Source: an optimization exercise on an open RTL-to-GDS flow (aim: small area and a short achievable clock period). Production flows keep margins and buffers that such runs may drop.
The RTL was checked by simulation tests, not by an equivalence proof against the original design.
Power and IR drop assume default switching activity.

==> flow/design.v (excerpt) <==
module top(data_in,clk,interrupt,reset,data_out,
           pm_addr,pm_rdata,dm_en,dm_we,dm_addr,dm_wdata,dm_rdata);
export LEC_CHECK = 0
export CAP_MARGIN = 20
export CORE_MARGIN = 2
export CORE_UTILIZATION = 40
export SLEW_MARGIN = 20
create_clock -name core_clock -period 25.0 [get_ports {clk}]
standard.sh (not shown) runs the stock make flow with config.mk's settings and CLKGATE_MAP_FILE= SYNTH_SCRIPT=/design/flow/synth_recipe.tcl, a recipe that flattens the netlist after the stock synthesis.
==> flow/flow/run.sh <==
#!/bin/bash
# Own layout flow: the standard ORFS flow, with
#  * the standard synthesis, except that the final ABC mapping uses
#    flow/abc_map.script (area-recovering mapping) instead of ORFS's speed
#    script; registers are mapped before ABC, so they are the standard ones;
#  * port buffers of the smallest buffer cell (repair sizes the critical ones);
#  * a higher core utilization;
#  * a clock tree of mid-size buffers without dummy loads;
#  * a setup-repair margin, so that repair_timing works below the clock period,
#    on the worst 5% of the endpoints.
# make's output is in make_standard.log, each step's log in orfs/logs/.
set -euo pipefail
cd "$(dirname "$0")/.."
W=$(pwd)
{
  cat <<'EOT'
# Use the flow's own ABC script for the technology mapping.
proc abc {args} {
  set i [lsearch -exact $args -script]
  if {$i >= 0} { lset args [expr {$i + 1}] $::env(OWN_ABC_SCRIPT) }
  yosys abc {*}$args
}
EOT
  cat synth_recipe.tcl
} > own_synth.tcl
export OWN_ABC_SCRIPT=$W/flow/abc_map.script
bash standard.sh \
  "SYNTH_SCRIPT=$W/own_synth.tcl" \
  "BUFFER_PORTS_ARGS=-buffer_cell sky130_fd_sc_hd__buf_1" \
  "CTS_ARGS=-sink_clustering_enable -repair_clock_nets -buf_list sky130_fd_sc_hd__clkbuf_8 -sink_clustering_size 12 -sink_clustering_max_diameter 60 -dont_use_dummy_load" \
  "SETUP_SLACK_MARGIN=12" \
  "TNS_END_PERCENT=5" \
  "CORE_UTILIZATION=55" \
  finish > make_standard.log 2>&1
==> flow/flow/abc_map.script <==
&get -n
&st
&dch -f
&nf -R 1000
&st
&dch -f
&nf -R 1000
&put
The baseline produced a clean layout.
Change:
--- a/flow/flow/run.sh
+++ b/flow/flow/run.sh
@@ -31,4 +31,4 @@
   "SETUP_SLACK_MARGIN=12" \
   "TNS_END_PERCENT=5" \
-  "CORE_UTILIZATION=55" \
+  "CORE_UTILIZATION=50" \
   finish > make_standard.log 2>&1
==> flow/flow/abc_map.script (replaced) <==
&get -n
&st
&dc2
&dch -f
&nf -R 1000
&st
&dch -f
&nf -R 1000
&put
After rerunning: The changed run went through all stages and came out clean; first-iteration DRC count shrinks by 2.1%; die area increases by 9.6%; final area climbs by 3.1%; clock power goes up by about 2%; core utilization shrinks by 4.2 points; area after synthesis barely changes; final cell count increases by 2.8%; sequential power is about the same; clock skew went down by 0.021 ns; worst hold slack improved by 0.0046 ns.

Another version of the RTL of top (not shown whole).
For scale: roughly 680 flip-flops, roughly 130 I/O pins.
clock: 25.0 ns
lec_check: 0
cap_margin: 20
core_margin: 2
core_utilization: 40
slew_margin: 20
==> flow/flow/run.sh <==
#!/bin/bash
# Own layout flow: the standard ORFS flow (standard synthesis unchanged),
# with port buffers of a faster cell, a clock tree of mid-size buffers
# without dummy loads, and a setup-repair margin so that repair_timing
# works below the clock period. Each step's log is in orfs/logs/.
set -euo pipefail
cd "$(dirname "$0")/.."
bash standard.sh \
  "BUFFER_PORTS_ARGS=-buffer_cell sky130_fd_sc_hd__buf_2" \
  "CTS_ARGS=-sink_clustering_enable -repair_clock_nets -buf_list sky130_fd_sc_hd__clkbuf_8 -sink_clustering_size 24 -dont_use_dummy_load" \
  "SETUP_SLACK_MARGIN=9" \
  finish > make_standard.log 2>&1
The baseline passed the timing, design-rule and antenna checks.
Edit:
==> flow/flow/run.sh (replaced) <==
#!/bin/bash
# Own layout flow: the standard ORFS flow, with
#  * the standard synthesis, except that the final ABC mapping uses
#    flow/abc_map.script (area-recovering mapping) instead of ORFS's speed
#    script; registers are mapped before ABC, so they are the standard ones;
#  * port buffers of a faster cell;
#  * a clock tree of mid-size buffers without dummy loads;
#  * a setup-repair margin, so that repair_timing works below the clock period.
# make's output is in make_standard.log, each step's log in orfs/logs/.
set -euo pipefail
cd "$(dirname "$0")/.."
W=$(pwd)
{
  cat <<'EOT'
# Use the flow's own ABC script for the technology mapping.
proc abc {args} {
  set i [lsearch -exact $args -script]
  if {$i >= 0} { lset args [expr {$i + 1}] $::env(OWN_ABC_SCRIPT) }
  yosys abc {*}$args
}
EOT
  cat synth_recipe.tcl
} > own_synth.tcl
export OWN_ABC_SCRIPT=$W/flow/abc_map.script
bash standard.sh \
  "SYNTH_SCRIPT=$W/own_synth.tcl" \
  "BUFFER_PORTS_ARGS=-buffer_cell sky130_fd_sc_hd__buf_2" \
  "CTS_ARGS=-sink_clustering_enable -repair_clock_nets -buf_list sky130_fd_sc_hd__clkbuf_8 -sink_clustering_size 24 -dont_use_dummy_load" \
  "SETUP_SLACK_MARGIN=9" \
  finish > make_standard.log 2>&1
==> flow/flow/abc_map.script (new file) <==
&get -n
&st
&dch -f
&nf -R 1000
&st
&dch -f
&nf -R 1000
&put
buffer -c
topo
stime -c
upsize -c
dnsize -c
Wire length decreases by 4.1%.
Setup slack is better by 0.66 ns.
Die area decreases by 7.5%.
Register-to-register slack is better by 0.88 ns.
Power increases by 21%.
Final area decreases by 4.2%.
Count of clock-buffer cells in the layout increases by 2.
Clock power hardly moves.

==> what the ideal ports hide <==
Ports are ideal in the flow. The routed layouts listed here were re-timed in OpenROAD.
Step 1 (the two cells are an assumption about what drives the block):
set clk [get_ports {clk}]
set_driving_cell -lib_cell sky130_fd_sc_hd__clkbuf_16 $clk
set_driving_cell -lib_cell sky130_fd_sc_hd__buf_2 [delete_from_list [all_inputs] $clk]
Step 2, shift: input delay + t, output delay - t, t = (earliest + latest rising clock arrival at the registers) / 2. This alone moves slack from input paths to output paths.
Slacks: ideal / step 1 / step 2; pairs: ideal / step 1.
run | shift t [ns] | setup WS [ns] | hold WS [ns] | worst setup path after step 2 | clock arrival spread, ns
the first run of note 1 | 0.740 | 8.799 / 8.686 / 8.686 | 0.400 / 0.400 / 0.400 | input to output | 0.139 / 0.140
the second run of note 1 | 0.731 | 8.927 / 8.842 / 8.842 | 0.405 / 0.405 / 0.405 | input to output | 0.118 / 0.118
the first run of note 2 | 0.804 | 7.844 / 7.727 / 7.727 | 0.420 / 0.420 / 0.420 | input to output | 0.099 / 0.098
the second run of note 2 | 0.794 | 8.501 / 8.357 / 8.357 | 0.402 / 0.402 / 0.402 | input to output | 0.133 / 0.133
After both steps setup and hold are still met in every run listed. The setup slack of the second run of note 2, which loses most, moves by -0.144 ns with the drivers and by -0.144 ns with both steps.
